This design comes from an exercise in tuning for small area on the open sky130 flow, not from production work.
In this exercise RTL edits were held to simulation tests only and were not proved equivalent to the original.
Power and IR drop assume default switching activity.

===== flow/run.sh =====
#!/bin/bash
set -e
ARGS=(BUFFER_PORTS_ARGS="-buffer_cell sky130_fd_sc_hd__buf_1" RECOVER_POWER=100
      REMOVE_ABC_BUFFERS=1 SKIP_REPAIR_TIE_FANOUT=1
      CTS_ARGS="-sink_clustering_enable -repair_clock_nets -dont_use_dummy_load")
bash standard.sh synth > standard_synth.log 2>&1
DOWNSIZE_ODB=orfs/results/sky130hd/PWM_Generator/base/1_synth.odb \
  openroad -no_init -exit flow/downsize.tcl > downsize.log 2>&1
bash standard.sh "${ARGS[@]}" finish > standard.log 2>&1

===== flow/downsize.tcl =====
# Resize every combinational cell of the synthesized netlist to the smallest drive strength
# of its own cell family (same function and pins). Flip-flops keep their cell type. The
# later repair steps of the standard flow size up again whatever timing needs.
set odb $::env(DOWNSIZE_ODB)
read_db $odb
set db [ord::get_db]
set block [[$db getChip] getBlock]
set n 0
foreach inst [$block getInsts] {
  set m [$inst getMaster]
  set name [$m getName]
  if {![regexp {^(sky130_fd_sc_hd__)([a-z0-9]+)_([0-9]+)$} $name -> pre fam drive]} { continue }
  if {[string match "df*" $fam] || [string match "*buf*" $fam] || $fam eq "conb"} { continue }
  set best ""
  set best_area 1e9
  foreach d {0 1 2 4} {
    set cand [$db findMaster "${pre}${fam}_$d"]
    if {$cand eq "NULL"} { continue }
    set a [expr {[$cand getWidth] * [$cand getHeight]}]
    if {$a < $best_area} { set best $cand; set best_area $a }
  }
  if {$best ne "" && [$best getName] ne $name} {
    set cur_area [expr {[$m getWidth] * [$m getHeight]}]
    if {$best_area < $cur_area} {
      $inst swapMaster $best
      incr n
    }
  }
}
puts "downsized $n instances"
write_db $odb

===== standard.sh =====
#!/bin/bash
# synth_recipe.tcl (not shown) runs the flow's synth.tcl, then flattens the netlist and writes it again
# the make line also repeats each setting of config.mk as NAME=value (left out here)
make -C /OpenROAD-flow-scripts/flow DESIGN_CONFIG=/design/flow/config.mk WORK_HOME=/design/flow/orfs CLKGATE_MAP_FILE= SYNTH_SCRIPT=/design/flow/synth_recipe.tcl "${@:-finish}"

===== config.mk =====
export PLATFORM = sky130hd
export DESIGN_NAME = PWM_Generator
export DESIGN_NICKNAME = PWM_Generator
export VERILOG_FILES = /design/flow/design.v
export SDC_FILE = /design/flow/constraint.sdc
export NUM_CORES = 4
export LEC_CHECK = 0
export CAP_MARGIN = 20
export CORE_MARGIN = 2
export CORE_UTILIZATION = 40
export SLEW_MARGIN = 20
export SYNTH_HIERARCHICAL = 1
export SYNTH_MINIMUM_KEEP_SIZE = 0

===== constraint.sdc =====
create_clock -name core_clock -period 7.0 [get_ports {clk}]
set_input_delay 1.4000 -clock core_clock [delete_from_list [all_inputs] [get_ports {clk}]]
set_output_delay 1.4000 -clock core_clock [all_outputs]
set_load 0.01 [all_outputs]

===== design.v =====
module PWM_Generator (
	input clk,
	input rst,
	input [7:0] DUTY_CYCLE,
	input [15:0] ADC,
	input [9:0] PWM_PERIOD, DEAD_TIME,
	output reg PWM_UP, PWM_DOWN, Complete, ADC_Test
);
	reg [9:0] counter;
	reg [9:0] up_time_n;
	reg up_cin_n;
	reg lt;
	reg adc_gt;
	reg Fault;
	reg next_UP, next_DOWN;
	wire pp1 = ~(PWM_PERIOD[0] & DUTY_CYCLE[0]);
	wire pp2 = ~(PWM_PERIOD[0] & DUTY_CYCLE[1]);
	wire pp3 = ~(PWM_PERIOD[0] & DUTY_CYCLE[2]);
	wire pp4 = ~(PWM_PERIOD[0] & DUTY_CYCLE[3]);
	wire pp5 = ~(PWM_PERIOD[0] & DUTY_CYCLE[4]);
	wire pp6 = ~(PWM_PERIOD[0] & DUTY_CYCLE[5]);
	wire pp7 = ~(PWM_PERIOD[0] & DUTY_CYCLE[6]);
	wire pp8 = ~(PWM_PERIOD[0] & DUTY_CYCLE[7]);
	wire pp9 = ~(PWM_PERIOD[1] & DUTY_CYCLE[0]);
	wire pp10 = ~(PWM_PERIOD[1] & DUTY_CYCLE[1]);
	wire pp11 = ~(PWM_PERIOD[1] & DUTY_CYCLE[2]);
	wire pp12 = ~(PWM_PERIOD[1] & DUTY_CYCLE[3]);
	wire pp13 = ~(PWM_PERIOD[1] & DUTY_CYCLE[4]);
	wire pp14 = ~(PWM_PERIOD[1] & DUTY_CYCLE[5]);
	wire pp15 = ~(PWM_PERIOD[1] & DUTY_CYCLE[6]);
	wire pp16 = ~(PWM_PERIOD[1] & DUTY_CYCLE[7]);
	wire pp17 = ~(PWM_PERIOD[2] & DUTY_CYCLE[0]);
	wire pp18 = ~(PWM_PERIOD[2] & DUTY_CYCLE[1]);
	wire pp19 = ~(PWM_PERIOD[2] & DUTY_CYCLE[2]);
	wire pp20 = ~(PWM_PERIOD[2] & DUTY_CYCLE[3]);
	wire pp21 = ~(PWM_PERIOD[2] & DUTY_CYCLE[4]);
	wire pp22 = ~(PWM_PERIOD[2] & DUTY_CYCLE[5]);
	wire pp23 = ~(PWM_PERIOD[2] & DUTY_CYCLE[6]);
	wire pp24 = ~(PWM_PERIOD[2] & DUTY_CYCLE[7]);
	wire pp25 = ~(PWM_PERIOD[3] & DUTY_CYCLE[0]);
	wire pp26 = ~(PWM_PERIOD[3] & DUTY_CYCLE[1]);
	wire pp27 = ~(PWM_PERIOD[3] & DUTY_CYCLE[2]);
	wire pp28 = ~(PWM_PERIOD[3] & DUTY_CYCLE[3]);
	wire pp29 = ~(PWM_PERIOD[3] & DUTY_CYCLE[4]);
	wire pp30 = ~(PWM_PERIOD[3] & DUTY_CYCLE[5]);
	wire pp31 = ~(PWM_PERIOD[3] & DUTY_CYCLE[6]);
	wire pp32 = ~(PWM_PERIOD[3] & DUTY_CYCLE[7]);
	wire pp33 = ~(PWM_PERIOD[4] & DUTY_CYCLE[0]);
	wire pp34 = ~(PWM_PERIOD[4] & DUTY_CYCLE[1]);
	wire pp35 = ~(PWM_PERIOD[4] & DUTY_CYCLE[2]);
	wire pp36 = ~(PWM_PERIOD[4] & DUTY_CYCLE[3]);
	wire pp37 = ~(PWM_PERIOD[4] & DUTY_CYCLE[4]);
	wire pp38 = ~(PWM_PERIOD[4] & DUTY_CYCLE[5]);
	wire pp39 = ~(PWM_PERIOD[4] & DUTY_CYCLE[6]);
	wire pp40 = ~(PWM_PERIOD[4] & DUTY_CYCLE[7]);
	wire pp41 = ~(PWM_PERIOD[5] & DUTY_CYCLE[0]);
	wire pp42 = ~(PWM_PERIOD[5] & DUTY_CYCLE[1]);
	wire pp43 = ~(PWM_PERIOD[5] & DUTY_CYCLE[2]);
	wire pp44 = ~(PWM_PERIOD[5] & DUTY_CYCLE[3]);
	wire pp45 = ~(PWM_PERIOD[5] & DUTY_CYCLE[4]);
	wire pp46 = ~(PWM_PERIOD[5] & DUTY_CYCLE[5]);
	wire pp47 = ~(PWM_PERIOD[5] & DUTY_CYCLE[6]);
	wire pp48 = ~(PWM_PERIOD[5] & DUTY_CYCLE[7]);
	wire pp49 = ~(PWM_PERIOD[6] & DUTY_CYCLE[0]);
	wire pp50 = ~(PWM_PERIOD[6] & DUTY_CYCLE[1]);
	wire pp51 = ~(PWM_PERIOD[6] & DUTY_CYCLE[2]);
	wire pp52 = ~(PWM_PERIOD[6] & DUTY_CYCLE[3]);
	wire pp53 = ~(PWM_PERIOD[6] & DUTY_CYCLE[4]);
	wire pp54 = ~(PWM_PERIOD[6] & DUTY_CYCLE[5]);
	wire pp55 = ~(PWM_PERIOD[6] & DUTY_CYCLE[6]);
	wire pp56 = ~(PWM_PERIOD[6] & DUTY_CYCLE[7]);
	wire pp57 = ~(PWM_PERIOD[7] & DUTY_CYCLE[0]);
	wire pp58 = ~(PWM_PERIOD[7] & DUTY_CYCLE[1]);
	wire pp59 = ~(PWM_PERIOD[7] & DUTY_CYCLE[2]);
	wire pp60 = ~(PWM_PERIOD[7] & DUTY_CYCLE[3]);
	wire pp61 = ~(PWM_PERIOD[7] & DUTY_CYCLE[4]);
	wire pp62 = ~(PWM_PERIOD[7] & DUTY_CYCLE[5]);
	wire pp63 = ~(PWM_PERIOD[7] & DUTY_CYCLE[6]);
	wire pp64 = ~(PWM_PERIOD[7] & DUTY_CYCLE[7]);
	wire pp65 = ~(PWM_PERIOD[8] & DUTY_CYCLE[0]);
	wire pp66 = ~(PWM_PERIOD[8] & DUTY_CYCLE[1]);
	wire pp67 = ~(PWM_PERIOD[8] & DUTY_CYCLE[2]);
	wire pp68 = ~(PWM_PERIOD[8] & DUTY_CYCLE[3]);
	wire pp69 = ~(PWM_PERIOD[8] & DUTY_CYCLE[4]);
	wire pp70 = ~(PWM_PERIOD[8] & DUTY_CYCLE[5]);
	wire pp71 = ~(PWM_PERIOD[8] & DUTY_CYCLE[6]);
	wire pp72 = ~(PWM_PERIOD[8] & DUTY_CYCLE[7]);
	wire pp73 = ~(PWM_PERIOD[9] & DUTY_CYCLE[0]);
	wire pp74 = ~(PWM_PERIOD[9] & DUTY_CYCLE[1]);
	wire pp75 = ~(PWM_PERIOD[9] & DUTY_CYCLE[2]);
	wire pp76 = ~(PWM_PERIOD[9] & DUTY_CYCLE[3]);
	wire pp77 = ~(PWM_PERIOD[9] & DUTY_CYCLE[4]);
	wire pp78 = ~(PWM_PERIOD[9] & DUTY_CYCLE[5]);
	wire pp79 = ~(PWM_PERIOD[9] & DUTY_CYCLE[6]);
	wire pp80 = ~(PWM_PERIOD[9] & DUTY_CYCLE[7]);
	wire s81, c82;
	pwm_fa u_s81(.a(pp7), .b(pp14), .c(1'b1), .s(s81), .co(c82));
	wire s83, c84;
	pwm_fa u_s83(.a(pp8), .b(pp15), .c(pp22), .s(s83), .co(c84));
	wire s85, c86;
	pwm_fa u_s85(.a(pp29), .b(pp36), .c(1'b1), .s(s85), .co(c86));
	wire s87, c88;
	pwm_fa u_s87(.a(pp16), .b(pp23), .c(pp30), .s(s87), .co(c88));
	wire s89, c90;
	pwm_fa u_s89(.a(pp37), .b(pp44), .c(pp51), .s(s89), .co(c90));
	wire s91, c92;
	pwm_fa u_s91(.a(pp24), .b(pp31), .c(pp38), .s(s91), .co(c92));
	wire s93, c94;
	pwm_fa u_s93(.a(pp45), .b(pp52), .c(pp59), .s(s93), .co(c94));
	wire s95, c96;
	pwm_fa u_s95(.a(pp32), .b(pp39), .c(pp46), .s(s95), .co(c96));
	wire s97, c98;
	pwm_fa u_s97(.a(pp53), .b(pp60), .c(1'b1), .s(s97), .co(c98));
	wire s99, c100;
	pwm_fa u_s99(.a(pp40), .b(pp47), .c(pp54), .s(s99), .co(c100));
	wire s101, c102;
	pwm_fa u_s101(.a(pp5), .b(pp12), .c(1'b1), .s(s101), .co(c102));
	wire s103, c104;
	pwm_fa u_s103(.a(pp6), .b(pp13), .c(pp20), .s(s103), .co(c104));
	wire s105, c106;
	pwm_fa u_s105(.a(pp27), .b(pp34), .c(1'b1), .s(s105), .co(c106));
	wire s107, c108;
	pwm_fa u_s107(.a(s81), .b(pp21), .c(pp28), .s(s107), .co(c108));
	wire s109, c110;
	pwm_fa u_s109(.a(pp35), .b(pp42), .c(pp49), .s(s109), .co(c110));
	wire s111, c112;
	pwm_fa u_s111(.a(c82), .b(s83), .c(s85), .s(s111), .co(c112));
	wire s113, c114;
	pwm_fa u_s113(.a(pp43), .b(pp50), .c(pp57), .s(s113), .co(c114));
	wire s115, c116;
	pwm_fa u_s115(.a(c84), .b(c86), .c(s87), .s(s115), .co(c116));
	wire s117, c118;
	pwm_fa u_s117(.a(s89), .b(pp58), .c(pp65), .s(s117), .co(c118));
	wire s119, c120;
	pwm_fa u_s119(.a(c88), .b(c90), .c(s91), .s(s119), .co(c120));
	wire s121, c122;
	pwm_fa u_s121(.a(s93), .b(pp66), .c(pp73), .s(s121), .co(c122));
	wire s123, c124;
	pwm_fa u_s123(.a(c92), .b(c94), .c(s95), .s(s123), .co(c124));
	wire s125, c126;
	pwm_fa u_s125(.a(s97), .b(pp67), .c(pp74), .s(s125), .co(c126));
	wire s127, c128;
	pwm_fa u_s127(.a(c96), .b(c98), .c(s99), .s(s127), .co(c128));
	wire s129, c130;
	pwm_fa u_s129(.a(pp61), .b(pp68), .c(pp75), .s(s129), .co(c130));
	wire s131, c132;
	pwm_fa u_s131(.a(c100), .b(pp48), .c(pp55), .s(s131), .co(c132));
	wire s133, c134;
	pwm_fa u_s133(.a(pp62), .b(pp69), .c(pp76), .s(s133), .co(c134));
	wire s135, c136;
	pwm_fa u_s135(.a(pp56), .b(pp63), .c(pp70), .s(s135), .co(c136));
	wire s137, c138;
	pwm_fa u_s137(.a(pp4), .b(pp11), .c(1'b1), .s(s137), .co(c138));
	wire s139, c140;
	pwm_fa u_s139(.a(s101), .b(pp19), .c(pp26), .s(s139), .co(c140));
	wire s141, c142;
	pwm_fa u_s141(.a(c102), .b(s103), .c(s105), .s(s141), .co(c142));
	wire s143, c144;
	pwm_fa u_s143(.a(c104), .b(c106), .c(s107), .s(s143), .co(c144));
	wire s145, c146;
	pwm_fa u_s145(.a(c108), .b(c110), .c(s111), .s(s145), .co(c146));
	wire s147, c148;
	pwm_fa u_s147(.a(c112), .b(c114), .c(s115), .s(s147), .co(c148));
	wire s149, c150;
	pwm_fa u_s149(.a(c116), .b(c118), .c(s119), .s(s149), .co(c150));
	wire s151, c152;
	pwm_fa u_s151(.a(c120), .b(c122), .c(s123), .s(s151), .co(c152));
	wire s153, c154;
	pwm_fa u_s153(.a(c124), .b(c126), .c(s127), .s(s153), .co(c154));
	wire s155, c156;
	pwm_fa u_s155(.a(c128), .b(c130), .c(s131), .s(s155), .co(c156));
	wire s157, c158;
	pwm_fa u_s157(.a(c132), .b(c134), .c(s135), .s(s157), .co(c158));
	wire s159, c160;
	pwm_fa u_s159(.a(c136), .b(pp64), .c(pp71), .s(s159), .co(c160));
	wire s161, c162;
	pwm_fa u_s161(.a(pp3), .b(pp10), .c(1'b1), .s(s161), .co(c162));
	wire s163, c164;
	pwm_fa u_s163(.a(s137), .b(pp18), .c(pp25), .s(s163), .co(c164));
	wire s165, c166;
	pwm_fa u_s165(.a(c138), .b(s139), .c(pp33), .s(s165), .co(c166));
	wire s167, c168;
	pwm_fa u_s167(.a(c140), .b(s141), .c(pp41), .s(s167), .co(c168));
	wire s169, c170;
	pwm_fa u_s169(.a(c142), .b(s143), .c(s109), .s(s169), .co(c170));
	wire s171, c172;
	pwm_fa u_s171(.a(c144), .b(s145), .c(s113), .s(s171), .co(c172));
	wire s173, c174;
	pwm_fa u_s173(.a(c146), .b(s147), .c(s117), .s(s173), .co(c174));
	wire s175, c176;
	pwm_fa u_s175(.a(c148), .b(s149), .c(s121), .s(s175), .co(c176));
	wire s177, c178;
	pwm_fa u_s177(.a(c150), .b(s151), .c(s125), .s(s177), .co(c178));
	wire s179, c180;
	pwm_fa u_s179(.a(c152), .b(s153), .c(s129), .s(s179), .co(c180));
	wire s181, c182;
	pwm_fa u_s181(.a(c154), .b(s155), .c(s133), .s(s181), .co(c182));
	wire s183, c184;
	pwm_fa u_s183(.a(c156), .b(s157), .c(pp77), .s(s183), .co(c184));
	wire s185, c186;
	pwm_fa u_s185(.a(c158), .b(s159), .c(pp78), .s(s185), .co(c186));
	wire s187, c188;
	pwm_fa u_s187(.a(c160), .b(pp72), .c(pp79), .s(s187), .co(c188));
	wire g189 = ~pp2 & ~pp9;
	wire m190;
	pwm_maj u_m190(.a(s161), .b(pp17), .c(~g189), .y(m190));
	wire m191;
	pwm_maj u_m191(.a(c162), .b(s163), .c(m190), .y(m191));
	wire m192;
	pwm_maj u_m192(.a(c164), .b(s165), .c(m191), .y(m192));
	wire m193;
	pwm_maj u_m193(.a(c166), .b(s167), .c(m192), .y(m193));
	wire m194;
	pwm_maj u_m194(.a(c168), .b(s169), .c(m193), .y(m194));
	wire m195;
	pwm_maj u_m195(.a(c170), .b(s171), .c(m194), .y(m195));
	wire s196, c197;
	pwm_fa u_s196(.a(c172), .b(s173), .c(1'b1), .s(s196), .co(c197));
	wire s198, c199;
	pwm_fa u_s198(.a(c174), .b(s175), .c(c197), .s(s198), .co(c199));
	wire s200, c201;
	pwm_fa u_s200(.a(c176), .b(s177), .c(c199), .s(s200), .co(c201));
	wire s202, c203;
	pwm_fa u_s202(.a(c178), .b(s179), .c(c201), .s(s202), .co(c203));
	wire s204, c205;
	pwm_fa u_s204(.a(c180), .b(s181), .c(c203), .s(s204), .co(c205));
	wire s206, c207;
	pwm_fa u_s206(.a(c182), .b(s183), .c(c205), .s(s206), .co(c207));
	wire s208, c209;
	pwm_fa u_s208(.a(c184), .b(s185), .c(c207), .s(s208), .co(c209));
	wire s210, c211;
	pwm_fa u_s210(.a(c186), .b(s187), .c(c209), .s(s210), .co(c211));
	wire s212, c213;
	pwm_fa u_s212(.a(c188), .b(pp80), .c(c211), .s(s212), .co(c213));
	wire hs214 = counter[1] ^ counter[0];
	wire hc215 = counter[1] & counter[0];
	wire hs216 = counter[2] ^ hc215;
	wire hc217 = counter[2] & hc215;
	wire hs218 = counter[3] ^ hc217;
	wire hc219 = counter[3] & hc217;
	wire hs220 = counter[4] ^ hc219;
	wire hc221 = counter[4] & hc219;
	wire hs222 = counter[5] ^ hc221;
	wire hc223 = counter[5] & hc221;
	wire hs224 = counter[6] ^ hc223;
	wire hc225 = counter[6] & hc223;
	wire hs226 = counter[7] ^ hc225;
	wire hc227 = counter[7] & hc225;
	wire hs228 = counter[8] ^ hc227;
	wire hc229 = counter[8] & hc227;
	wire hs230 = counter[9] ^ hc229;
	wire hc231 = counter[9] & hc229;
	wire g232 = ~counter[0] | ~PWM_PERIOD[0];
	wire m233;
	pwm_maj u_m233(.a(hs214), .b(~PWM_PERIOD[1]), .c(g232), .y(m233));
	wire m234;
	pwm_maj u_m234(.a(hs216), .b(~PWM_PERIOD[2]), .c(m233), .y(m234));
	wire m235;
	pwm_maj u_m235(.a(hs218), .b(~PWM_PERIOD[3]), .c(m234), .y(m235));
	wire m236;
	pwm_maj u_m236(.a(hs220), .b(~PWM_PERIOD[4]), .c(m235), .y(m236));
	wire m237;
	pwm_maj u_m237(.a(hs222), .b(~PWM_PERIOD[5]), .c(m236), .y(m237));
	wire m238;
	pwm_maj u_m238(.a(hs224), .b(~PWM_PERIOD[6]), .c(m237), .y(m238));
	wire m239;
	pwm_maj u_m239(.a(hs226), .b(~PWM_PERIOD[7]), .c(m238), .y(m239));
	wire m240;
	pwm_maj u_m240(.a(hs228), .b(~PWM_PERIOD[8]), .c(m239), .y(m240));
	wire m241;
	pwm_maj u_m241(.a(hs230), .b(~PWM_PERIOD[9]), .c(m240), .y(m241));
	wire g242 = hc231 | m241;
	wire hs243 = DEAD_TIME[1] ^ up_time_n[0];
	wire hc244 = DEAD_TIME[1] & up_time_n[0];
	wire s245, c246;
	pwm_fa u_s245(.a(hs214), .b(DEAD_TIME[2]), .c(up_time_n[1]), .s(s245), .co(c246));
	wire s247, c248;
	pwm_fa u_s247(.a(hs216), .b(DEAD_TIME[3]), .c(up_time_n[2]), .s(s247), .co(c248));
	wire s249, c250;
	pwm_fa u_s249(.a(hs218), .b(DEAD_TIME[4]), .c(up_time_n[3]), .s(s249), .co(c250));
	wire s251, c252;
	pwm_fa u_s251(.a(hs220), .b(DEAD_TIME[5]), .c(up_time_n[4]), .s(s251), .co(c252));
	wire s253, c254;
	pwm_fa u_s253(.a(hs222), .b(DEAD_TIME[6]), .c(up_time_n[5]), .s(s253), .co(c254));
	wire s255, c256;
	pwm_fa u_s255(.a(hs224), .b(DEAD_TIME[7]), .c(up_time_n[6]), .s(s255), .co(c256));
	wire s257, c258;
	pwm_fa u_s257(.a(hs226), .b(DEAD_TIME[8]), .c(up_time_n[7]), .s(s257), .co(c258));
	wire s259, c260;
	pwm_fa u_s259(.a(hs228), .b(DEAD_TIME[9]), .c(up_time_n[8]), .s(s259), .co(c260));
	wire hs261 = hs230 ^ up_time_n[9];
	wire hc262 = hs230 & up_time_n[9];
	wire m263;
	pwm_maj u_m263(.a(~counter[0]), .b(hs243), .c(up_cin_n), .y(m263));
	wire m264;
	pwm_maj u_m264(.a(hc244), .b(s245), .c(m263), .y(m264));
	wire m265;
	pwm_maj u_m265(.a(c246), .b(s247), .c(m264), .y(m265));
	wire m266;
	pwm_maj u_m266(.a(c248), .b(s249), .c(m265), .y(m266));
	wire m267;
	pwm_maj u_m267(.a(c250), .b(s251), .c(m266), .y(m267));
	wire m268;
	pwm_maj u_m268(.a(c252), .b(s253), .c(m267), .y(m268));
	wire m269;
	pwm_maj u_m269(.a(c254), .b(s255), .c(m268), .y(m269));
	wire m270;
	pwm_maj u_m270(.a(c256), .b(s257), .c(m269), .y(m270));
	wire m271;
	pwm_maj u_m271(.a(c258), .b(s259), .c(m270), .y(m271));
	wire m272;
	pwm_maj u_m272(.a(c260), .b(hs261), .c(m271), .y(m272));
	wire g273 = hc262 | m272;
	wire m274;
	pwm_maj u_m274(.a(DEAD_TIME[1]), .b(up_time_n[0]), .c(up_cin_n), .y(m274));
	wire m275;
	pwm_maj u_m275(.a(DEAD_TIME[2]), .b(up_time_n[1]), .c(m274), .y(m275));
	wire m276;
	pwm_maj u_m276(.a(DEAD_TIME[3]), .b(up_time_n[2]), .c(m275), .y(m276));
	wire m277;
	pwm_maj u_m277(.a(DEAD_TIME[4]), .b(up_time_n[3]), .c(m276), .y(m277));
	wire m278;
	pwm_maj u_m278(.a(DEAD_TIME[5]), .b(up_time_n[4]), .c(m277), .y(m278));
	wire m279;
	pwm_maj u_m279(.a(DEAD_TIME[6]), .b(up_time_n[5]), .c(m278), .y(m279));
	wire m280;
	pwm_maj u_m280(.a(DEAD_TIME[7]), .b(up_time_n[6]), .c(m279), .y(m280));
	wire m281;
	pwm_maj u_m281(.a(DEAD_TIME[8]), .b(up_time_n[7]), .c(m280), .y(m281));
	wire m282;
	pwm_maj u_m282(.a(DEAD_TIME[9]), .b(up_time_n[8]), .c(m281), .y(m282));
	wire g283 = up_time_n[9] & m282;
	wire s284, c285;
	pwm_fa u_s284(.a(counter[0]), .b(~DEAD_TIME[1]), .c(1'b1), .s(s284), .co(c285));
	wire s286, c287;
	pwm_fa u_s286(.a(counter[1]), .b(~DEAD_TIME[2]), .c(c285), .s(s286), .co(c287));
	wire s288, c289;
	pwm_fa u_s288(.a(counter[2]), .b(~DEAD_TIME[3]), .c(c287), .s(s288), .co(c289));
	wire s290, c291;
	pwm_fa u_s290(.a(counter[3]), .b(~DEAD_TIME[4]), .c(c289), .s(s290), .co(c291));
	wire s292, c293;
	pwm_fa u_s292(.a(counter[4]), .b(~DEAD_TIME[5]), .c(c291), .s(s292), .co(c293));
	wire s294, c295;
	pwm_fa u_s294(.a(counter[5]), .b(~DEAD_TIME[6]), .c(c293), .s(s294), .co(c295));
	wire s296, c297;
	pwm_fa u_s296(.a(counter[6]), .b(~DEAD_TIME[7]), .c(c295), .s(s296), .co(c297));
	wire s298, c299;
	pwm_fa u_s298(.a(counter[7]), .b(~DEAD_TIME[8]), .c(c297), .s(s298), .co(c299));
	wire s300, c301;
	pwm_fa u_s300(.a(counter[8]), .b(~DEAD_TIME[9]), .c(c299), .s(s300), .co(c301));
	wire s302, c303;
	pwm_fa u_s302(.a(counter[9]), .b(c301), .c(1'b1), .s(s302), .co(c303));
	wire m304;
	pwm_maj u_m304(.a(s284), .b(up_time_n[0]), .c(up_cin_n), .y(m304));
	wire m305;
	pwm_maj u_m305(.a(s286), .b(up_time_n[1]), .c(m304), .y(m305));
	wire m306;
	pwm_maj u_m306(.a(s288), .b(up_time_n[2]), .c(m305), .y(m306));
	wire m307;
	pwm_maj u_m307(.a(s290), .b(up_time_n[3]), .c(m306), .y(m307));
	wire m308;
	pwm_maj u_m308(.a(s292), .b(up_time_n[4]), .c(m307), .y(m308));
	wire m309;
	pwm_maj u_m309(.a(s294), .b(up_time_n[5]), .c(m308), .y(m309));
	wire m310;
	pwm_maj u_m310(.a(s296), .b(up_time_n[6]), .c(m309), .y(m310));
	wire m311;
	pwm_maj u_m311(.a(s298), .b(up_time_n[7]), .c(m310), .y(m311));
	wire m312;
	pwm_maj u_m312(.a(s300), .b(up_time_n[8]), .c(m311), .y(m312));
	wire m313;
	pwm_maj u_m313(.a(s302), .b(up_time_n[9]), .c(m312), .y(m313));
	wire hs314 = DEAD_TIME[1] ^ ~PWM_PERIOD[0];
	wire hc315 = DEAD_TIME[1] & ~PWM_PERIOD[0];
	wire s316, c317;
	pwm_fa u_s316(.a(DEAD_TIME[2]), .b(~PWM_PERIOD[1]), .c(hc315), .s(s316), .co(c317));
	wire s318, c319;
	pwm_fa u_s318(.a(DEAD_TIME[3]), .b(~PWM_PERIOD[2]), .c(c317), .s(s318), .co(c319));
	wire s320, c321;
	pwm_fa u_s320(.a(DEAD_TIME[4]), .b(~PWM_PERIOD[3]), .c(c319), .s(s320), .co(c321));
	wire s322, c323;
	pwm_fa u_s322(.a(DEAD_TIME[5]), .b(~PWM_PERIOD[4]), .c(c321), .s(s322), .co(c323));
	wire s324, c325;
	pwm_fa u_s324(.a(DEAD_TIME[6]), .b(~PWM_PERIOD[5]), .c(c323), .s(s324), .co(c325));
	wire s326, c327;
	pwm_fa u_s326(.a(DEAD_TIME[7]), .b(~PWM_PERIOD[6]), .c(c325), .s(s326), .co(c327));
	wire s328, c329;
	pwm_fa u_s328(.a(DEAD_TIME[8]), .b(~PWM_PERIOD[7]), .c(c327), .s(s328), .co(c329));
	wire s330, c331;
	pwm_fa u_s330(.a(DEAD_TIME[9]), .b(~PWM_PERIOD[8]), .c(c329), .s(s330), .co(c331));
	wire hs332 = ~PWM_PERIOD[9] ^ c331;
	wire hc333 = ~PWM_PERIOD[9] & c331;
	wire g334 = counter[0] | hs314;
	wire m335;
	pwm_maj u_m335(.a(counter[1]), .b(s316), .c(g334), .y(m335));
	wire m336;
	pwm_maj u_m336(.a(counter[2]), .b(s318), .c(m335), .y(m336));
	wire m337;
	pwm_maj u_m337(.a(counter[3]), .b(s320), .c(m336), .y(m337));
	wire m338;
	pwm_maj u_m338(.a(counter[4]), .b(s322), .c(m337), .y(m338));
	wire m339;
	pwm_maj u_m339(.a(counter[5]), .b(s324), .c(m338), .y(m339));
	wire m340;
	pwm_maj u_m340(.a(counter[6]), .b(s326), .c(m339), .y(m340));
	wire m341;
	pwm_maj u_m341(.a(counter[7]), .b(s328), .c(m340), .y(m341));
	wire m342;
	pwm_maj u_m342(.a(counter[8]), .b(s330), .c(m341), .y(m342));
	wire m343;
	pwm_maj u_m343(.a(counter[9]), .b(hs332), .c(m342), .y(m343));
	wire g344 = ~hc333 & m343;
	wire [9:0] cinc = {hs230, hs228, hs226, hs224, hs222, hs220, hs218, hs216, hs214, ~counter[0]};
	wire [9:0] prod_n = {c213, s212, s210, s208, s206, s204, s202, s200, s198, s196};
	wire wrap = (|PWM_PERIOD) & ~(~g242);
	wire ge_h = c303;
	always @(posedge clk) begin
		if (rst) begin
			counter <= 10'd0;
			up_time_n <= 10'h3ff;
			up_cin_n <= 1'b1;
			lt <= 1'b0;
			adc_gt <= 1'b0;
			Fault <= 1'b0;
			next_UP <= 1'b0;
			next_DOWN <= 1'b0;
			PWM_UP <= 1'b0;
			PWM_DOWN <= 1'b0;
			Complete <= 1'b0;
			ADC_Test <= 1'b0;
		end else begin
			counter <= wrap ? 10'd0 : cinc;
			if (wrap) begin
				up_time_n <= prod_n;
				up_cin_n <= m195;
				adc_gt <= ADC > 16'd10;
			end
			lt <= wrap ? (~g283) : (~g273);
			next_UP <= lt & ge_h;
			next_DOWN <= ge_h & ~(~m313) & (~g344);
			if (!Fault) begin
				Complete <= wrap;
				ADC_Test <= adc_gt;
			end
			PWM_UP <= next_UP & ~Fault;
			PWM_DOWN <= next_DOWN & ~Fault;
			Fault <= Fault | (next_UP & next_DOWN);
		end
	end
endmodule
module pwm_fa(input a, input b, input c, output s, output co);
	assign s = a ^ b ^ c;
	assign co = (a & b) | (a & c) | (b & c);
endmodule
module pwm_maj(input a, input b, input c, output y);
	assign y = (a & b) | (a & c) | (b & c);
endmodule

==> results of run 1 <==
[registers in the layout, indices dropped and copies added, names as in the netlist]
| signal | count |
|---|---|
| ADC_Test | 1 |
| counter | 10 |
| Complete | 1 |
| Fault | 1 |
| adc_gt | 1 |
| next_UP | 1 |
| next_DOWN | 1 |
| lt | 1 |
| up_cin_n | 1 |
| PWM_UP | 1 |
| up_time_n | 10 |
| PWM_DOWN | 1 |
[report_power, final]
part | switching, W | internal (W) | leakage, nW
combinational | 0.000213 | 0.000210 | 1.41
clock | 0.0000582 | 0.0000637 | 0.0359
sequential | 0.00000267 | 0.000173 | 0.243
total | 0.000274 | 0.000447 | 1.68
[worst min-delay path by stage]
stage,start,to,cells after the start
4_1_cts,next_DOWN,PWM_DOWN,1
2_1_floorplan,next_DOWN,PWM_DOWN,1
6_report,lt,next_UP,1
5_1_grt,lt,next_UP,1
3_3_place_gp,Complete,Complete,2
3_5_place_dp,next_DOWN,PWM_DOWN,1
[metrics by stage]
stage	std cells	utilization (%)	hold WS, ns
floorplan	359	-	0.430
global placement	569	45.7	0.450
detailed placement	569	45.7	0.451
CTS	574	46.7	0.467
global route	574	47.0	0.497
finish	574	47.0	0.463
[area by class of cell]
class | count | area (sq um) | area share (%)
sequential | 30 | 601 | 13.0
clock buffer | 5 | 68.8 | 1.49
multi-input combinational | 307 | 3270 | 70.9
inverter | 22 | 82.6 | 1.79
tap | 133 | 166 | 3.60
timing repair buffer | 77 | 427 | 9.24
[layout by cell type, fill, tap and decap left out, drive strengths merged, types with 12 or more instances in the layout]
cell   count
buf       73
mux2i     12
nor2      27
nand2     79
inv       22
maj3      53
dfxtp     30
ha        13
fa        89
[what timing repair did]
item                                    CTS  global route
pin swaps                                 2             6
gates cloned                              0             0
hold endpoints to repair                  0             0
endpoints found under the setup margin    3             2
resized for setup                        17            14
[worst reg2reg max path, delay by kind of cell (launching register included)]
kind	cells	cell delay [ns]
and+or+nand+nor	1	0.09
AOI/OAI and AO/OA	1	0.04
adders and majority gates	11	4.39
DFF	1	0.38
[metal layers]
layer	up-vias	share of wire (%)	wire length, microns
li1	1347	-	-
met1	1421	44	3790
met2	65	50	4320
met3	12	4.4	381
met4	0	1.6	137
met5	-	0	0
==> flow_summary.rst, run 1 <==
.. list-table::
   :header-rows: 1

   * - Metric
     - Value
   * - Met2 routing resource usage after global routing
     - 30.0%
   * - Area of the die
     - 10900 sq um
   * - Via count of the first global-routing pass
     - 3158
   * - RSZ-0062 raised after global routing
     - yes
   * - Peak supply drop
     - 62.5 uV
   * - Highest clock frequency the design can meet
     - 146 MHz
   * - Largest stage delay on the critical path
     - 0.52 ns
   * - Timing endpoint of the critical path
     - up_time_n[8]
   * - Final setup TNS
     - 0 ns
   * - # fillers
     - 1005
   * - Number of standard cells after synthesis
     - 384
   * - DRC errors left
     - 0
   * - Total power draw
     - 0.000721 W
   * - Area post-placement
     - 4480 sq um
   * - Required time of the critical path
     - 7.15 ns
   * - Startpoint-to-endpoint class of the critical path
     - input pin to register
   * - Hold WC Path Type
     - register to register
   * - Number of nets in the final layout
     - 591
   * - MaxCap Viol Count
     - 0
   * - Pin count of the biggest net entering global routing
     - 42
   * - Number of diodes
     - 0
   * - Global routing's busiest layer
     - met2
   * - Total global routing overflow
     - 0
   * - Slew at the pin closest to its max-slew limit
     - 0.811 ns
   * - Synth Cell Area
     - 4050 sq um
   * - Endpoint kind of the worst setup timing path
     - register
   * - Slowest CP cell
     - fa_1
   * - CTS tree
     - built
   * - Drt total wl
     - 8630 microns
   * - Cell family with the largest share of critical-path delay
     - adder cells
   * - Hold Buf Count CTS
     - 0
   * - Maximum root-to-sink buffer count
     - 2
   * - Clock Latency Late Sink
     - 0.29 ns
   * - Logic depth of the worst path, buffers included
     - 17
   * - Static Leakage
     - 1.68 nW
   * - Run status
     - finished clean
   * - Initial cell density of the core
     - 41.2%
   * - Placer congestion estimate
     - 0.860
   * - Count of synthesis-stage warnings from yosys
     - 7
   * - Reg2reg end
     - next_DOWN
   * - Worst Path Max Fanout
     - 4
   * - Count of routing violations after the opening detailed-route iteration
     - 79
   * - Cell type with the highest occurrence count on the critical path
     - fa_2
   * - Origin of the critical flop-to-flop path
     - counter[0]
   * - Arrival @ worst endpoint
     - 7.02 ns
   * - Iteration count of the initial detailed-routing pass
     - 4
   * - GRT met1 Usage
     - 22.6%
   * - CP bufs+invs
     - 1
   * - GRT met3 Usage
     - 2.68%
   * - Via total after detailed routing
     - 2845
   * - Number of buffers added for setup after CTS
     - 0
   * - Minimum clock period after layout
     - 6.86 ns
   * - Floorplan row count
     - 36
   * - Horizontal die dimension
     - 105 microns
   * - Cell area after layout
     - 4620 sq um
   * - Fraction of final layout cells sized beyond drive strength 1
     - 13.6%
   * - Clock transition at the register clock pins on the worst setup and hold paths after CTS
     - 0.07 ns
   * - Worst reg-to-reg path cell count
     - 13
   * - DP Worst Slack
     - -0.717 ns
   * - Number of buffers inserted during clock tree synthesis
     - 5
   * - Average wire per standard cell
     - 15.0 microns
   * - Die boundary height
     - 105 microns
   * - Post-synthesis average cell area
     - 10.5 sq um
   * - I/O Buffers
     - 48
   * - Setup slack of the most critical reg-to-reg path
     - 2.01 ns
   * - Clock net sink count
     - 30
   * - Cell at the root of the clock tree
     - clkbuf_8
   * - Synthesis-to-finish area growth
     - 14.0%
   * - Placeable core region
     - 9820 sq um
   * - PwrDens
     - 156 nW/um^2
   * - Clock skew after layout
     - 0.0210 ns
   * - Avg Vias per Cell
     - 4.96
   * - Kind of launch point of the worst setup path
     - input pin
   * - Worst Slack Setup Final
     - 0.136 ns
   * - Overall fraction of global-route tracks in use
     - 17.3%
   * - First-pass GRT wire length
     - 15100 microns
   * - Final cycle utilization of the critical path
     - 98.1%
   * - Count of nets left with antenna violations after detail routing
     - 0
   * - Antenna violations before repair
     - 0
   * - Half-perimeter wire length after placement
     - 7360 microns
   * - Critical path cell sequence
     - clkbuf_4 -> nand2_2 -> fa_1 -> fa_1 -> fa_1 -> fa_1 -> fa_2 -> fa_2 -> fa_2 -> fa_2 -> fa_2 -> fa_2 -> fa_2 -> fa_2 -> fa_1 -> nor2_1 -> mux2i_1
   * - Origin of the worst setup path
     - PWM_PERIOD[2]
   * - Count of endpoints failing hold in the final timing report
     - 0
   * - Worst slew slack as a fraction of its limit
     - 45.5%
   * - Count of H-tree levels built during CTS
     - 2
   * - IO Count
     - 50
   * - Final setup viols
     - 0
   * - Max-slew violation count
     - 0
==> run 2, diff against run 1 <==
--- a/config.mk
+++ b/config.mk
@@ -8,6 +8,7 @@
 export CAP_MARGIN = 20
 export CORE_MARGIN = 2
 export CORE_UTILIZATION = 40
+export GPL_TIMING_DRIVEN = 0
 export SLEW_MARGIN = 20
 export SYNTH_HIERARCHICAL = 1
 export SYNTH_MINIMUM_KEEP_SIZE = 0
==> run 2 against run 1 <==
The layout now fails its checks (max-capacitance violations, max-slew violations); utilization fell by 1.3 points; sequential power barely moved; clock skew fell by 0.0015 ns; fmax rose by 1.2%; largest power group unchanged; highest routed layer unchanged; final area fell by 2.8%; flip-flop and latch count did not move; die area did not move; clock power barely moved; synthesized cell count did not move; largest cell class unchanged.
==> flow_summary.rst, run 2 <==
.. list-table::
   :header-rows: 1

   * - Metric
     - Value
   * - Total global routing overflow
     - 0 (unchanged)
   * - Maximum root-to-sink buffer count
     - 2 (unchanged)
   * - Overall fraction of global-route tracks in use
     - 16.8% (-0.54 points)
   * - Switching share of power
     - 38.3% (+0.30 points)
   * - Largest stage delay on the critical path
     - 0.55 ns (+0.03 ns)
   * - Iteration count of the initial detailed-routing pass
     - 4 (unchanged)
   * - Total power draw
     - 0.000720 W (-0.13%)
   * - I/O Buffers
     - 48 (unchanged)
   * - Proportion of power drawn by the clock network
     - 16.9% (about the same)
   * - Setup slack of the most critical reg-to-reg path
     - 1.72 ns (-0.29 ns)
   * - Fraction of final layout cells sized beyond drive strength 1
     - 9.69% (-3.9 points)
   * - Reg2reg end
     - adc_gt
   * - Leading registers by flop count
     - counter: 10 flops, up_time_n: 10 flops
   * - Hold Buf Count CTS
     - 0 (unchanged)
   * - Clock transition at the register clock pins on the worst setup and hold paths after CTS
     - 0.06 ns (about the same)
   * - Number of diodes
     - 0 (unchanged)
   * - Clock Latency Late Sink
     - 0.28 ns (about the same)
   * - Worst reg-to-reg path cell count
     - 14 (+1)
   * - Peak supply drop
     - 71.1 uV (+14%)
   * - CTS tree
     - built
   * - Placeable core region
     - 9820 sq um (unchanged)
   * - Worst Path Max Fanout
     - 10 (+6)
   * - Count of nets left with antenna violations after detail routing
     - 0 (unchanged)
   * - Half-perimeter wire length after placement
     - 6930 microns (-5.8%)
   * - Static Leakage
     - 1.59 nW (-5.5%)
   * - Number of nets in the final layout
     - 563 (-4.7%)
   * - First-pass GRT wire length
     - 14700 microns (-2.3%)
   * - Count of synthesis-stage warnings from yosys
     - 7 (unchanged)
   * - Slew at the pin closest to its max-slew limit
     - 1.56 ns (+0.745 ns)
   * - End point of the worst hold path
     - Complete
   * - Endpoint kind of the worst setup timing path
     - register
   * - Count of H-tree levels built during CTS
     - 2 (unchanged)
   * - Average wire per standard cell
     - 15.4 microns (+2.4%)
   * - Combinational group share of total power
     - 58.7% (about the same)
   * - Required time of the critical path
     - 7.21 ns (+0.06 ns)
   * - Count of endpoints failing hold in the final timing report
     - 0 (unchanged)
   * - RSZ-0062 raised after global routing
     - no
   * - Antenna violations before repair
     - 0 (unchanged)
   * - Cell type with the highest occurrence count on the critical path
     - fa_2
   * - DRC errors left
     - 0 (unchanged)
   * - Number of buffers inserted during clock tree synthesis
     - 5 (unchanged)
   * - Pin count of the biggest net entering global routing
     - 42 (unchanged)
   * - Avg Vias per Cell
     - 5.06 (+2.1%)
   * - Clock net sink count
     - 30 (unchanged)
   * - Drt total wl
     - 8400 microns (-2.6%)
   * - Kind of launch point of the worst setup path
     - input pin
   * - Arrival @ worst endpoint
     - 7.00 ns (-0.02 ns)
   * - Run status
     - complete, but fails checks
   * - Area of the die
     - 10900 sq um (unchanged)
   * - IO Count
     - 50 (unchanged)
   * - Floorplan row count
     - 36 (unchanged)
   * - Origin of the critical flop-to-flop path
     - counter[0]
   * - Die boundary height
     - 105 microns (unchanged)
   * - Critical path cell sequence
     - buf_12 -> nand2_2 -> fa_1 -> fa_1 -> fa_1 -> fa_1 -> fa_2 -> fa_2 -> fa_2 -> fa_2 -> fa_2 -> fa_2 -> fa_2 -> fa_2 -> fa_1 -> nor2_1 -> mux2i_1
   * - Minimum clock period after layout
     - 6.78 ns (-0.0807 ns)
   * - PwrDens
     - 160 nW/um^2 (+2.7%)
   * - Slowest CP cell
     - fa_1
   * - Hold path startpoint
     - Complete
   * - Horizontal die dimension
     - 105 microns (unchanged)
   * - Post-synthesis average cell area
     - 10.5 sq um (unchanged)
   * - Pint
     - 0.000444 W (-0.61%)
   * - Commonest cells after routing, fill and taps aside
     - nand2_1 (75), fa_1 (75), maj3_1 (53)
   * - Initial cell density of the core
     - 41.2% (unchanged)
   * - Reported net switching power
     - 0.000276 W (+0.65%)
   * - Sequential share of power
     - 24.4% (about the same)
   * - Final design utilization
     - 45.7% (-1.3 points)
   * - Final setup viols
     - 0 (unchanged)
   * - Cell at the root of the clock tree
     - clkbuf_8
   * - Count of routing violations after the opening detailed-route iteration
     - 88 (+11%)
   * - Startpoint-to-endpoint class of the critical path
     - input pin to register
   * - Clock skew after layout
     - 0.0196 ns (-0.00145 ns)
   * - Max-slew violation count
     - 10 (+10)
   * - Hold WC Path Type
     - register to register
   * - MaxCap Viol Count
     - 1 (+1)
   * - Via count of the first global-routing pass
     - 3030 (-4.1%)
   * - Final cycle utilization of the critical path
     - 96.9% (-1.2 points)
   * - Highest clock frequency the design can meet
     - 147 MHz (+1.2%)
   * - Via total after detailed routing
     - 2763 (-2.9%)
   * - Worst slew slack as a fraction of its limit
     - -4.21% (-50 points)
   * - Synthesis-to-finish area growth
     - 10.8%
   * - Layout check fault list
     - max-capacitance violations, max-slew violations
   * - Placer congestion estimate
     - 0.786 (-8.6%)
   * - Synth Cell Area
     - 4050 sq um (unchanged)
   * - Number of instances on the worst hold path
     - 2 (+1)
   * - Number of standard cells after synthesis
     - 384 (unchanged)
==> run 2: cell type report <==
cell class | count | area, sq um
Fill cell | 958 | 5330
Multi-Input combinational cell | 307 | 3270
Sequential cell | 30 | 601
Timing Repair Buffer | 49 | 298
Tap cell | 133 | 166
Inverter | 22 | 82.6
Clock buffer | 5 | 68.8
==> run 2: repair_timing <==
| action | in CTS | in global routing |
|---|---|---|
| buffers inserted | 0 | 0 |
| pin swaps | 3 | 4 |
| setup endpoints to repair | 3 | 2 |
| resized for setup | 33 | 20 |
==> run 2: power by group through the flow <==
stage	combinational, W	clock, W	sequential [W]
after detailed placement	0.000401	0	0.000180
final	0.000423	0.000121	0.000176
after CTS	0.000422	0.000127	0.000176
after floorplan	0.000298	0	0.000179
after global routing	0.000495	0.000137	0.000176
after global placement	0.000390	0	0.000179
==> run 2: layer usage <==
| metal | track usage [%] | up-vias | part of all wire (%) |
|---|---|---|---|
| met3 | 3.12 | 12 | 4.1 |
| met4 | 3.43 | 0 | 1.0 |
| li1 | - | 1291 | - |
| met1 | 21.1 | 1394 | 43 |
| met2 | 30.1 | 66 | 52 |
| met5 | 0 | - | 0 |
==> run 2: metrics by stage <==
step	area, sq um	worst slack, ns	TNS, ns	hold WS (ns)	cells
3_3_place_gp	4260	-0.953	-2.62	0.450	540
6_report	4490	0.217	0	0.462	546
5_1_grt	4490	0.00125	0	0.495	546
4_1_cts	4440	0.0281	0	0.463	546
2_1_floorplan	3910	-0.228	-0.385	0.430	359
3_5_place_dp	4300	-0.969	-2.62	0.454	541
==> run 2: worst max-delay path: cells and delay by family <==
kind,cells,cell delay (ns)
buf+inv,1,0.11
simple gates,2,0.11
fa+ha+maj,13,5.23
mux,1,0.14
==> run 2: how the worst max path moves through the flow <==
stage | startpoint | end | slack [ns] | cells after the start
finish | PWM_PERIOD[1] | up_time_n[8] | 0.22 | 17
global route | PWM_PERIOD[2] | up_time_n[8] | 0.001 | 17
CTS | DUTY_CYCLE[7] | up_time_n[8] | 0.03 | 17
detailed placement | PWM_PERIOD[0] | up_time_n[8] | -0.97 | 17
global placement | PWM_PERIOD[0] | up_time_n[8] | -0.95 | 17
floorplan | DUTY_CYCLE[7] | up_time_n[8] | -0.23 | 16
==> run 3, diff against run 2 <==
==> flow/run.sh (replaced) <==
#!/bin/bash
set -e
ARGS=(BUFFER_PORTS_ARGS="-buffer_cell sky130_fd_sc_hd__buf_1" RECOVER_POWER=100
      REMOVE_ABC_BUFFERS=1 SKIP_REPAIR_TIE_FANOUT=1
      CTS_ARGS="-sink_clustering_enable -repair_clock_nets -dont_use_dummy_load")
bash standard.sh synth > standard_synth.log 2>&1
DOWNSIZE_MAX_FANOUT=4 DOWNSIZE_ODB=orfs/results/sky130hd/PWM_Generator/base/1_synth.odb \
  openroad -no_init -exit flow/downsize.tcl > downsize.log 2>&1
bash standard.sh "${ARGS[@]}" finish > standard.log 2>&1
--- a/flow/downsize.tcl
+++ b/flow/downsize.tcl
@@ -1,4 +1,4 @@
-# Resize every combinational cell of the synthesized netlist to the smallest drive strength
+# Resize every combinational cell with at most DOWNSIZE_MAX_FANOUT loads of the synthesized netlist to the smallest drive strength
 # of its own cell family (same function and pins). Flip-flops keep their cell type. The
 # later repair steps of the standard flow size up again whatever timing needs.
 set odb $::env(DOWNSIZE_ODB)
@@ -11,6 +11,15 @@
   set name [$m getName]
   if {![regexp {^(sky130_fd_sc_hd__)([a-z0-9]+)_([0-9]+)$} $name -> pre fam drive]} { continue }
   if {[string match "df*" $fam] || [string match "*buf*" $fam] || $fam eq "conb"} { continue }
+  # keep the synthesized size of cells driving many loads
+  set fanout 0
+  foreach it [$inst getITerms] {
+    if {[$it isOutputSignal]} {
+      set net [$it getNet]
+      if {$net ne "NULL"} { set fanout [expr {$fanout + [llength [$net getITerms]] - 1}] }
+    }
+  }
+  if {$fanout > $::env(DOWNSIZE_MAX_FANOUT)} { continue }
   set best ""
   set best_area 1e9
   foreach d {0 1 2 4} {
--- a/config.mk
+++ b/config.mk
@@ -7,7 +7,7 @@
 export LEC_CHECK = 0
 export CAP_MARGIN = 20
 export CORE_MARGIN = 2
-export CORE_UTILIZATION = 40
+export CORE_UTILIZATION = 65
 export GPL_TIMING_DRIVEN = 0
 export SLEW_MARGIN = 20
 export SYNTH_HIERARCHICAL = 1
==> run 3 against run 2 <==
Now clean on timing, DRC and antenna; utilization increased by 28 points; via count increased by 0.76%; worst setup slack got worse by 0.082 ns; count of clock-buffer cells in the layout unchanged; fmax decreased by 1.2%; non-clock buffer count decreased by 1; first-iteration DRC count increased by 50%; clock power about the same; critical endpoint unchanged; largest power group unchanged.
==> flow_summary.rst, run 3 <==
.. list-table::
   :header-rows: 1

   * - Metric
     - Value
   * - Number of diodes
     - 0 (unchanged)
   * - Final-layout worst hold slack
     - 0.458 ns (-0.00327 ns)
   * - Met2 routing resource usage after global routing
     - 46.3% (+16 points)
   * - Global routing's busiest layer
     - met2
   * - Proportion of power drawn by the clock network
     - 16.9% (about the same)
   * - Drt total wl
     - 8210 microns (-2.3%)
   * - Worst Slack Setup Final
     - 0.134 ns (-0.0825 ns)
   * - Avg Vias per Cell
     - 5.72 (+13%)
   * - Via count of the first global-routing pass
     - 3117 (+2.9%)
   * - Switching share of power
     - 38.6% (+0.25 points)
   * - Highest clock frequency the design can meet
     - 146 MHz (-1.2%)
   * - Run status
     - finished clean
   * - Startpoint-to-endpoint class of the critical path
     - input pin to register
   * - Worst slew slack as a fraction of its limit
     - 39.6% (+44 points)
   * - Required time of the critical path
     - 7.20 ns (about the same)
   * - Placer congestion estimate
     - 0.788 (+0.18%)
   * - Horizontal die dimension
     - 83.1 microns (-21%)
   * - Cell at the root of the clock tree
     - clkbuf_8
   * - Die boundary height
     - 83.1 microns (-21%)
   * - Count of nets left with antenna violations after detail routing
     - 0 (unchanged)
   * - Initial cell density of the core
     - 67.9% (+27 points)
   * - Via total after detailed routing
     - 2784 (+0.76%)
   * - Sequential share of power
     - 24.1% (-0.3 points)
   * - Peak supply drop
     - 124 uV (+75%)
   * - Synth Cell Area
     - 4070 sq um (+0.37%)
   * - GRT met3 Usage
     - 4.47% (+1.4 points)
   * - Final cycle utilization of the critical path
     - 98.1% (+1.2 points)
   * - Final setup viols
     - 0 (unchanged)
   * - Count of H-tree levels built during CTS
     - 2 (unchanged)
   * - Worst Path Max Fanout
     - 10 (unchanged)
   * - CTS tree
     - built
   * - Average wire per standard cell
     - 16.9 microns (+9.5%)
   * - Area of the die
     - 6900 sq um (-37%)
   * - Static Leakage
     - 1.58 nW (-0.51%)
   * - MaxCap Viol Count
     - 0 (-1)
   * - Clock net sink count
     - 30 (unchanged)
   * - Arrival @ worst endpoint
     - 7.07 ns (+0.07 ns)
   * - Clock transition at the register clock pins on the worst setup and hold paths after CTS
     - 0.07 ns (about the same)
   * - DP Cell Count
     - 482 (-11%)
   * - PwrDens
     - 166 nW/um^2 (+3.3%)
   * - Placeable core region
     - 5990 sq um (-39%)
   * - Number of buffers added for setup after CTS
     - 0 (unchanged)
   * - Hold WC Path Type
     - register to register
   * - GRT met1 Usage
     - 35.0% (+14 points)
   * - Minimum clock period after layout
     - 6.87 ns (+0.0825 ns)
   * - Maximum root-to-sink buffer count
     - 2 (unchanged)
   * - Synthesis-to-finish area growth
     - 8.46%
   * - Fraction of final layout cells sized beyond drive strength 1
     - 9.47% (-0.22 points)
   * - Max-slew violation count
     - 0 (-10)
   * - Slew at the pin closest to its max-slew limit
     - 0.906 ns (-0.649 ns)
   * - Number of nets in the final layout
     - 562 (-0.18%)
   * - Commonest cells after routing, fill and taps aside
     - nand2_1 (76), fa_1 (75), maj3_1 (53)
   * - Number of buffers inserted during clock tree synthesis
     - 5 (unchanged)
   * - Number of standard cells after synthesis
     - 384 (unchanged)
   * - Reported net switching power
     - 0.000282 W (+2.1%)
   * - Clock skew after layout
     - 0.0170 ns (-0.00256 ns)
   * - Final instance count without filler cells
     - 487 (-11%)
   * - DP Worst Slack
     - -0.970 ns (-0.000361 ns)
   * - Count of routing violations after the opening detailed-route iteration
     - 132 (+50%)
   * - Post-synthesis average cell area
     - 10.6 sq um (+0.37%)
   * - I/O Buffers
     - 48 (unchanged)
   * - Overall fraction of global-route tracks in use
     - 26.5% (+9.7 points)
   * - RSZ-0062 raised after global routing
     - yes
   * - Count of endpoints failing hold in the final timing report
     - 0 (unchanged)
   * - Leading registers by flop count
     - counter: 10 flops, up_time_n: 10 flops
   * - Clock Latency Late Sink
     - 0.28 ns (about the same)
   * - Kind of launch point of the worst setup path
     - input pin
   * - Combinational group share of total power
     - 59.0% (+0.3 points)
   * - Total global routing overflow
     - 0 (unchanged)
   * - First-pass GRT wire length
     - 14700 microns (+0.19%)
   * - Hold Buf Count CTS
     - 0 (unchanged)
   * - Floorplan row count
     - 28 (-22%)
   * - Count of synthesis-stage warnings from yosys
     - 7 (unchanged)
   * - Pin count of the biggest net entering global routing
     - 42 (unchanged)
   * - IO Count
     - 50 (unchanged)
   * - Endpoint kind of the worst setup timing path
     - register
   * - Half-perimeter wire length after placement
     - 6440 microns (-7.1%)
   * - Antenna violations before repair
     - 0 (unchanged)
   * - Iteration count of the initial detailed-routing pass
     - 4 (unchanged)
   * - DRC errors left
     - 0 (unchanged)
   * - Pint
     - 0.000449 W (+1.0%)
   * - Leading cell type in the layout, fill and taps excluded
     - nand2_1
[run 3: power groups by stage]
stage / Combinational (W) / Sequential (W) / Clock [W]
after floorplan: 0.000299 / 0.000179 / 0
after global placement: 0.000390 / 0.000180 / 0
after detailed placement: 0.000398 / 0.000180 / 0
after CTS: 0.000422 / 0.000176 / 0.000126
after global routing: 0.000503 / 0.000176 / 0.000136
final: 0.000431 / 0.000176 / 0.000124
[run 3: metrics by stage]
stage | power [W] | util (%) | area [sq um] | setup TNS (ns)
final | 0.000731 | 73.6 | 4410 | 0
after global routing | 0.000815 | 73.6 | 4410 | -0.0148
after CTS | 0.000724 | 72.5 | 4340 | 0
after detailed placement | 0.000578 | 70.1 | 4200 | -2.64
after global placement | 0.000569 | 70.1 | 4200 | -2.38
after floorplan | 0.000478 | - | 3930 | -0.293
[run 3: layer usage]
layer | share of wire [%] | vias to the layer above
li1 | - | 1291
met1 | 42 | 1418
met2 | 53 | 67
met3 | 4.4 | 8
met4 | 0.90 | 0
met5 | 0 | -
[run 3: repair_timing]
| action | CTS | global route |
|---|---|---|
| pin swaps | 5 | 7 |
| hold endpoints to repair | 0 | 0 |
| endpoints found under the setup margin | 3 | 2 |
| resized for setup | 33 | 22 |
[run 3: final timing paths]
path / end / from / cells past startpoint / slack (ns)
max reg2reg: adc_gt / counter[0] / 13 / 1.94
max: up_time_n[8] / DUTY_CYCLE[5] / 17 / 0.13
min reg2reg: Complete / Complete / 2 / 0.46
min: Complete / Complete / 2 / 0.46
[run 3: area by class of cell]
type / count / area (sq um)
tap: 75 / 93.8
timing repair buffer: 48 / 278
clock buffer: 5 / 68.8
inverter: 22 / 82.6
fill: 469 / 1580
sequential: 30 / 601
multi-input combinational: 307 / 3290
[run 3: worst max-delay path, cell delays in order]
cell	delay, ns
buf_12	0.10
nand2_2	0.06
fa_1	0.55
fa_1	0.43
fa_1	0.49
fa_1	0.51
fa_2	0.37
fa_2	0.39
fa_2	0.37
fa_2	0.34
fa_2	0.34
fa_2	0.34
fa_2	0.34
fa_2	0.34
fa_1	0.48
nor2_1	0.04
mux2i_1	0.16
==> run 4, diff against run 3 <==
--- a/config.mk
+++ b/config.mk
@@ -7,7 +7,7 @@
 export LEC_CHECK = 0
 export CAP_MARGIN = 20
 export CORE_MARGIN = 2
-export CORE_UTILIZATION = 65
+export CORE_UTILIZATION = 40
 export GPL_TIMING_DRIVEN = 0
 export SLEW_MARGIN = 20
 export SYNTH_HIERARCHICAL = 1
==> run 4 against run 3 <==
Still clean; die area rose by 59%; register-to-register slack better by 0.04 ns; flip-flop and latch count is the same; sequential share of layout area is 0.19 points lower; cell count is 12% higher; synthesized cell count is the same; global-route usage down 9.9 points; wire length decreased by 0.80%; largest cell class unchanged; largest power group unchanged; highest routed layer unchanged.
==> flow_summary.rst, run 4 <==
.. list-table::
   :header-rows: 1

   * - Metric
     - Value
   * - Required time of the critical path
     - 7.14 ns (-0.06 ns)
   * - Worst Path Max Fanout
     - 10 (unchanged)
   * - Hold Buf Count CTS
     - 0 (unchanged)
   * - Initial cell density of the core
     - 41.4% (-26 points)
   * - Fraction of final layout cells sized beyond drive strength 1
     - 8.74% (-0.73 points)
   * - Run status
     - finished clean
   * - Worst Slack Setup Final
     - 0.159 ns (+0.0243 ns)
   * - Synth Cell Area
     - 4070 sq um (unchanged)
   * - Startpoint-to-endpoint class of the critical path
     - input pin to register
   * - Origin of the worst setup path
     - PWM_PERIOD[1]
   * - Pint
     - 0.000441 W (-1.7%)
   * - Floorplan row count
     - 36 (+29%)
   * - Static Leakage
     - 1.58 nW (-0.27%)
   * - Die boundary height
     - 105 microns (+26%)
   * - Final-layout worst hold slack
     - 0.470 ns (+0.0115 ns)
   * - DP Cell Count
     - 540 (+12%)
   * - Cell at the root of the clock tree
     - clkbuf_8
   * - Count of synthesis-stage warnings from yosys
     - 7 (unchanged)
   * - DRC errors left
     - 0 (unchanged)
   * - Switching share of power
     - 38.2% (-0.40 points)
   * - CTS tree
     - built
   * - First-pass GRT wire length
     - 14600 microns (-1.0%)
   * - Number of buffers added for setup after CTS
     - 0 (unchanged)
   * - Clock skew after layout
     - 0.0167 ns (-0.000352 ns)
   * - Via count of the first global-routing pass
     - 3009 (-3.5%)
   * - Leading registers by flop count
     - counter: 10 flops, up_time_n: 10 flops
   * - Number of standard cells after synthesis
     - 384 (unchanged)
   * - Highest clock frequency the design can meet
     - 146 MHz (+0.35%)
   * - Synthesis-to-finish area growth
     - 10.0%
   * - Antenna violations before repair
     - 0 (unchanged)
   * - Reg2reg end
     - adc_gt
   * - Final cycle utilization of the critical path
     - 97.7% (-0.35 points)
   * - Final instance count without filler cells
     - 545 (+12%)
   * - DP Worst Slack
     - -0.974 ns (-0.00431 ns)
   * - I/O Buffers
     - 48 (unchanged)
   * - Origin of the critical flop-to-flop path
     - counter[0]
   * - Minimum clock period after layout
     - 6.84 ns (-0.0243 ns)
   * - Worst reg-to-reg path cell count
     - 13 (unchanged)
   * - Peak supply drop
     - 79.9 uV (-36%)
   * - Via total after detailed routing
     - 2749 (-1.3%)
   * - Number of buffers inserted during clock tree synthesis
     - 5 (unchanged)
   * - Area post-placement
     - 4270 sq um (+1.7%)
   * - Count of H-tree levels built during CTS
     - 2 (unchanged)
   * - Endpoint kind of the worst setup timing path
     - register
   * - Placeable core region
     - 9820 sq um (+64%)
   * - Drt total wl
     - 8140 microns (-0.80%)
   * - Leading cell type in the layout, fill and taps excluded
     - nand2_1
   * - Setup slack of the most critical reg-to-reg path
     - 1.98 ns (+0.04 ns)
   * - Clock net sink count
     - 30 (unchanged)
   * - RSZ-0062 raised after global routing
     - yes
   * - Sequential share of power
     - 24.6% (+0.5 points)
   * - Horizontal die dimension
     - 105 microns (+26%)
   * - Kind of launch point of the worst setup path
     - input pin
   * - Number of diodes
     - 0 (unchanged)
   * - Number of nets in the final layout
     - 562 (unchanged)
   * - Half-perimeter wire length after placement
     - 6590 microns (+2.4%)
   * - Max-slew violation count
     - 0 (unchanged)
   * - Proportion of power drawn by the clock network
     - 17.4% (+0.5 points)
   * - Commonest cells after routing, fill and taps aside
     - nand2_1 (77), fa_1 (76), maj3_1 (53)
   * - Post-synthesis average cell area
     - 10.6 sq um (unchanged)
   * - Avg Vias per Cell
     - 5.04 (-12%)
   * - Worst slew slack as a fraction of its limit
     - 40.6% (+1.0 points)
   * - PwrDens
     - 160 nW/um^2 (-3.7%)
   * - Slew at the pin closest to its max-slew limit
     - 0.891 ns (-0.0152 ns)
   * - Pin count of the biggest net entering global routing
     - 42 (unchanged)
   * - Clock transition at the register clock pins on the worst setup and hold paths after CTS
     - 0.07 ns (about the same)
   * - Timing endpoint of the critical path
     - up_time_n[8]
   * - Overall fraction of global-route tracks in use
     - 16.6% (-9.9 points)
   * - IO Count
     - 50 (unchanged)
   * - Count of endpoints failing hold in the final timing report
     - 0 (unchanged)
   * - MaxCap Viol Count
     - 0 (unchanged)
   * - # fillers
     - 978 (+110%)
   * - Count of routing violations after the opening detailed-route iteration
     - 68 (-48%)
   * - Cell area after layout
     - 4470 sq um (+1.4%)
   * - Hold WC Path Type
     - register to register
   * - Area of the die
     - 11000 sq um (+59%)
   * - Average wire per standard cell
     - 14.9 microns (-11%)
   * - Maximum root-to-sink buffer count
     - 2 (unchanged)
   * - Placer congestion estimate
     - 0.787 (about the same)
   * - Combinational group share of total power
     - 58.0% (-1.0 points)
   * - Hold path startpoint
     - lt
   * - Arrival @ worst endpoint
     - 6.98 ns (-0.09 ns)
   * - Clock Latency Late Sink
     - 0.28 ns (about the same)
   * - Reported net switching power
     - 0.000272 W (-3.3%)
   * - Total global routing overflow
     - 0 (unchanged)
   * - Final setup viols
     - 0 (unchanged)
   * - Count of nets left with antenna violations after detail routing
     - 0 (unchanged)
   * - Iteration count of the initial detailed-routing pass
     - 4 (unchanged)
==> run 4: layer usage <==
layer,track usage [%],part of all wire (%),up-vias
met5,0,0,-
met4,3.14,0.63,0
met3,2.43,3.6,4
met2,29.4,52,55
met1,21.8,44,1401
li1,-,-,1289
==> run 4: stage by stage <==
stage	util, %	total power, W	TNS (ns)
after global placement	43.5	0.000570	-2.30
after detailed placement	43.5	0.000578	-2.59
after floorplan	-	0.000478	-0.293
final	45.5	0.000714	0
after CTS	44.9	0.000725	0
after global routing	45.5	0.000803	-0.0268
==> run 4: power groups by stage <==
stage                     clock [W]  sequential, W  combinational (W)
after floorplan                   0       0.000179           0.000299
after global placement            0       0.000179           0.000391
after detailed placement          0       0.000180           0.000398
after CTS                  0.000129       0.000176           0.000420
after global routing       0.000136       0.000176           0.000491
final                      0.000124       0.000176           0.000414
==> run 4: how the worst min path moves through the flow <==
stage / endpoint / cells after the start
2_1_floorplan: PWM_DOWN / 1
3_3_place_gp: Complete / 2
3_5_place_dp: PWM_DOWN / 1
4_1_cts: PWM_DOWN / 1
5_1_grt: next_UP / 1
6_report: next_UP / 1
==> run 4: what timing repair did <==
item,4_1_cts,5_1_grt
pin swaps,2,5
endpoints found under the setup margin,3,2
gates resized for setup,31,20
cloned,0,0
==> run 4: area by class of cell <==
type,count,area [sq um],share of cell area [%]
multi-input combinational,307,3280,73.4
inverter,22,82.6,1.85
timing repair buffer,48,273,6.10
sequential,30,601,13.4
clock buffer,5,68.8,1.54
tap,133,166,3.72
==> run 4: critical path, cell delays in order <==
cell and delay (ns):
buf_12 0.11, nand2_2 0.06, fa_1 0.54, fa_1 0.45, fa_1 0.52, fa_1 0.50, fa_2 0.35, fa_2 0.35
fa_2 0.34, fa_2 0.34, fa_2 0.34, fa_2 0.34, fa_2 0.34, fa_2 0.35, fa_1 0.46, nor2_1 0.10
mux2i_1 0.08

## separate check: timing with driven ports
In the flow no input, the clock included, has a driving cell. The finished layouts below were timed again as built, in two steps. Step 1 (the two cells are an assumption about what drives the block):
set clk [get_ports {clk}]
set_driving_cell -lib_cell sky130_fd_sc_hd__clkbuf_16 $clk
set_driving_cell -lib_cell sky130_fd_sc_hd__buf_2 [delete_from_list [all_inputs] $clk]
Step 2 adds t to the input delays and takes it off the output delays; t is the mean of the earliest and latest rising clock arrival at the registers after step 1. Input paths then give back, and output paths get back, about the clock's delay inside the block. Three values: no drivers, after step 1, after step 2; two values: the first two.
run | shift t [ns] | setup slack, ns | worst setup path after step 2 | latest minus earliest clock arrival (ns) | slew at the worst register clock pin (ns)
run 1 | 0.304 | 0.136 / 0.138 / -0.166 | input to register | 0.021 / 0.021 | 0.07 / 0.07
run 2 | 0.299 | 0.217 / 0.178 / -0.121 | input to register | 0.020 / 0.020 | 0.06 / 0.06
run 3 | 0.301 | 0.134 / 0.095 / -0.207 | input to register | 0.017 / 0.017 | 0.07 / 0.07
run 4 | 0.302 | 0.159 / 0.125 / -0.177 | input to register | 0.016 / 0.017 | 0.07 / 0.07
For run 3, which loses most, drivers alone change the setup slack by -0.039 ns; drivers and shift together by -0.341 ns.
